Context: an optimization exercise on an open-source flow, tuned for small area, a short achievable clock period and few clock cycles. The choices shown serve that exercise and are no tape-out recipe. Function was not checked in any run shown here: the RTL went through the layout flow alone.

## flow/design.v (module list and top-level ports; edited modules follow where they fit)
// module CONV: 4390 lines
// module FA3: 4 lines
// module HA2: 4 lines
module CONV(
	input		clk,
	input		reset,
	output	reg	busy,
	input		ready,
	output	reg [11:0]	iaddr,
	input	signed [19:0] idata,
	output	 reg cwr,
	output	 reg [11:0]	caddr_wr,
	output	 reg [19:0]	cdata_wr,
	output	 reg	crd,
	output	 reg [11:0]	caddr_rd,
	input	 [19:0]	cdata_rd,
	output reg 	[2:0] 	csel
	);
  // ...
==> flow/flow/run.sh <==
#!/bin/bash
# Standard layout, with timing repair asked for extra setup slack so that the
# resizer also works on paths that already meet the 10 ns clock.
set -euo pipefail
bash standard.sh SETUP_SLACK_MARGIN=7.0 finish > flow_standard.log 2>&1
==> flow/standard.sh <==
#!/bin/bash
# synth_recipe.tcl (not shown) runs the flow's synth.tcl, then flattens the netlist and writes it again
# the make line also repeats each setting of config.mk as NAME=value (left out here)
make -C /OpenROAD-flow-scripts/flow DESIGN_CONFIG=/design/flow/config.mk WORK_HOME=/design/flow/orfs CLKGATE_MAP_FILE= SYNTH_SCRIPT=/design/flow/synth_recipe.tcl "${@:-finish}"
==> flow/config.mk <==
export PLATFORM = sky130hd
export DESIGN_NAME = CONV
export DESIGN_NICKNAME = CONV
export VERILOG_FILES = /design/flow/design.v
export SDC_FILE = /design/flow/constraint.sdc
export NUM_CORES = 4
export LEC_CHECK = 0
export CAP_MARGIN = 50
export CORE_MARGIN = 2
export CORE_UTILIZATION = 65
export CTS_CLUSTER_DIAMETER = 100
export CTS_CLUSTER_SIZE = 25
export SLEW_MARGIN = 75
export SYNTH_HIERARCHICAL = 1
==> flow/constraint.sdc <==
create_clock -name core_clock -period 10.0 [get_ports {clk}]
set_input_delay 2.0000 -clock core_clock [delete_from_list [all_inputs] [get_ports {clk}]]
set_output_delay 2.0000 -clock core_clock [all_outputs]
set_load 0.01 [all_outputs]
==> results.tsv, run 1 <==
metric	value	unit
status	complete, no violations	
Final setup viols	0	
fraction of area in multi-input gates	46.2	%
syn_area_per_cell	15.7	um2
RePlAce Congestion	1.02	
Final Instance Area	53100	um2
nets	4457	
DR DRC count	0	
crit path launch	sr2[17]	
Tapcells	940	
Fin Hold WS	0.323	ns
final-layout clock buffer total	79	
first-pass GRT wire length	202000	um
Synth top cells by count	fa_1, dfxtp_1, inv_1, ha_1, dfrtp_1	
vias per cell	5.91	
M1 WL	51300	um
chip width	271	um
die area	73400	um2
critical path's top delay family	adder cells	
Initial Util	65.9	%
sequential fraction of the synthesis area	44.8	%
Max clock buf depth	3	
most frequent cells in the layout	fa_1, dfxtp_1, inv_1	
largest family of logic cells by synthesized area	adder cells	
HPWL after DPL	104000	um
hold crit path type	reg -> reg	
==> run 2: changes to the inputs <==
==> flow/flow/run.sh (replaced) <==
#!/bin/bash
# Standard layout, with timing repair asked for extra setup slack so that the
# resizer also works on paths that already meet the 10 ns clock.
set -euo pipefail
bash standard.sh SETUP_SLACK_MARGIN=6.8 finish > flow_standard.log 2>&1
==> run 2 against run 1 <==
Still clean on timing, DRC and antenna. Non-clock buffer count down 41. Worst hold slack better by 0.0038 ns. Clock skew up 0.017 ns. Register-to-register slack about the same. Sequential share of layout area up 0.69 points. Final cell count down 1.1%. Critical endpoint is now r5_20_3.
==> results.tsv, run 2 <==
metric	value	unit	change
fin util	74.2	%	
die area	73400	um2	unchanged
Total GRT Usage	38.4	%	
share of layout cells above drive strength 1	18.4	%	
GR Overflow Total	0		
Hold Buf Count CTS	0		
IO Count	105		
vias per cell	5.86		-0.89%
critical path's top delay family	adder cells		
Hold Violations, Final	0		
cell with the most instances after synthesis	fa_1		
Post-Syn Instances	2952		
Worst Setup End Kind	flip-flop		
DR DRC count	0		unchanged
commonest non-fill, non-tap cell in the layout	fa_1		
initial antenna violation count	3		
Slew Viols, Final	0		
Final Instance Area	52100	um2	-1.9%
Final setup viols	0		unchanged
Crit Path Class	reg -> reg		
most frequent cells in the layout	fa_1, dfxtp_1, inv_1		
Vias	24987		
Initial Util	65.9	%	unchanged
Hold Path End	sr8[14]		
DR WL/cell	32.0	um	
Synth Net Count	4082		
chip width	271	um	unchanged
Fin Clk Skew	0.0374	ns	
Fin Hold WS	0.327	ns	+0.00376 ns
vias in the first global route	27552		
RePlAce Congestion	1.04		+2.1%
Initial DRT Pass Iterations	7		
Max clock buf depth	3		unchanged
cell taking the most area after synthesis	fa_1		
data arrival time of the worst path	3.76	ns	
status	complete, no violations		
total CTS buffers	48		
register area	21300	um2	
Port Buf Inserts	102		
period utilisation layout	32.2	%	
R2R depth	6		
DP Worst Slack	6.56	ns	
HPWL after DPL	106000	um	+1.3%
antenna violation net count after detailed routing	0		
synthesized cell area	46300	um2	
Placed Area	49100	um2	
highest net fanout along the worst path	5		
fmax	0.311	GHz	
largest net degree at the start of global routing	48		
chip height	271	um	
Synth top cells by count	fa_1, dfxtp_1, inv_1, ha_1, dfrtp_1		
FILL cells	4263		
sequential fraction of the synthesis area	44.8	%	unchanged
# rows	97		
most used flip-flop cell after synthesis	dfxtp_1		
Synth Register Bits	1000		
Yosys top cell area share	41.7	%	
Root Buffer	clkbuf_16		
first-pass GRT wire length	193000	um	-4.5%
Yosys cell types	70		
TritonCTS clock tree	done		
syn_area_per_cell	15.7	um2	unchanged
minimum clock period	3.22	ns	
number of synthesized flops with an enable pin	40		
Placed Cells	3993		
DR iter-0 viols	2557		
setup ws final	6.78	ns	
Routed Wire Length	137000	um	
Synth-to-Final Area Change	12.6	%	
area of the multi-input gates	24300	um2	
reg2reg start	sr11[19]		
Critical path buffers and inverters	1		
Worst Hold Launch	sr7[14]		
Hold Path Stages	0		
crit-path cells	fa_1 -> fa_1 -> fa_1 -> fa_1 -> inv_1 -> fa_1		
CP max stage delay	0.59	ns	
Reg clk slew, reported paths	0.11	ns	
unrepaired setup endpoints after global routing	true		
nets	4415		-0.94%
Post-synth ARST share	6.60	%	
Sink Count	1000		
flop2flop setup slack	6.78	ns	
Reg-to-Reg End	r5_20_3		
Slowest-stage cell, CP	fa_1		
worst skew pair latency	0.66	ns	
Cell Count, Final, Fillers Out	4264		
H-tree levels	2		
Worst Path Required	10.54	ns	
YS warnings	7		
Sum Neg Setup Slack	0	ns	
number of max-cap violations	0		
Startpoint Class	flip-flop		
hold crit path type	reg -> reg		
CP Depth	6		
area of the core	70300	um2	
Synth area leaders	fa_1, dfxtp_1, dfrtp_1, ha_1, inv_1		
CP dominant cell by count	fa_1		
-- run 2: cell counts after synthesis --
No cell type changed its count.
-- run 2: Yosys stat by module, one instance, submodules excluded --
| module | area [um2] | times used |
|---|---|---|
| CONV | 26700 | 1 |
| FA3 | 20.0 | 964 |
| HA2 | 12.5 | 22 |
-- run 2: metal layers --
| layer | up-vias | wire length, um | GRT usage, % |
|---|---|---|---|
| met5 | - | 13 | 0 |
| met4 | 2 | 9130 | 20.1 |
| met3 | 423 | 13800 | 11.5 |
| met2 | 1467 | 62900 | 59.0 |
| met1 | 13291 | 50700 | 50.0 |
| li1 | 9804 | - | - |
-- run 2: area by class of cell --
| cell class | count | share of cell area, % |
|---|---|---|
| sequential | 1000 | 40.9 |
| antenna | 3 | 0.0144 |
| tap | 940 | 2.26 |
| timing repair buffer | 307 | 4.81 |
| multi-input combinational | 1580 | 46.6 |
| clock buffer | 76 | 2.51 |
| inverter | 348 | 2.51 |
| clock inverter | 10 | 0.317 |
-- run 2: repair_timing --
action / 4_1_cts / 5_1_grt
pin swaps: 12 / 40
setup endpoints to repair: 86 / 31
gates resized for setup: 328 / 50
setup buffers: 92 / 90
-- run 2: cell families (layout without fill, tap and decap cells) --
family	count (synthesis)	in the layout	share of synthesized area [%]
other	2	5	0.0162
muxes	44	44	1.04
and+or+nand+nor	208	208	2.29
AOI/OAI and AO/OA	175	175	2.49
adders and majority gates	1087	1087	45.0
xor gates and xnor gates	64	64	1.21
buffers and inverters	372	741	3.12
DFF	1000	1000	44.8
-- run 2: how the worst max path moves through the flow --
stage	from	to
6_report	sr11[19]	r5_20_3
3_3_place_gp	sr0[17]	r5_18_3
3_5_place_dp	sr1[18]	r5_20_3
5_1_grt	sr0[13]	r5_16_4
2_1_floorplan	sr1[16]	r5_20_3
4_1_cts	cdata_wr[13]	cdata_wr[13]

==> port drivers added, routing unchanged <==
The results above use ideal ports. As a check the final layouts listed here were re-extracted and re-timed, cells and wires unchanged. Step 1 (the two cells are an assumption about what drives the block):
set clk [get_ports {clk}]
set_driving_cell -lib_cell sky130_fd_sc_hd__clkbuf_16 $clk
set_driving_cell -lib_cell sky130_fd_sc_hd__buf_2 [delete_from_list [all_inputs] $clk]
Step 2 moves the port delays by t, midway between the first and last clock arrival at a register: inputs arrive t later, outputs are due t later. That takes back most of the time a late clock gives input paths. Three values: no drivers, after step 1, after step 2; two values: the first two.
run | shift t [ns] | slack for setup (ns) | hold WS [ns]
run 1 | 0.720 | 6.794 / 6.747 / 6.794 | 0.323 / 0.323 / 0.323
run 2 | 0.714 | 6.780 / 6.733 / 6.780 | 0.327 / 0.327 / 0.327
After both steps setup and hold are still met in every run listed.
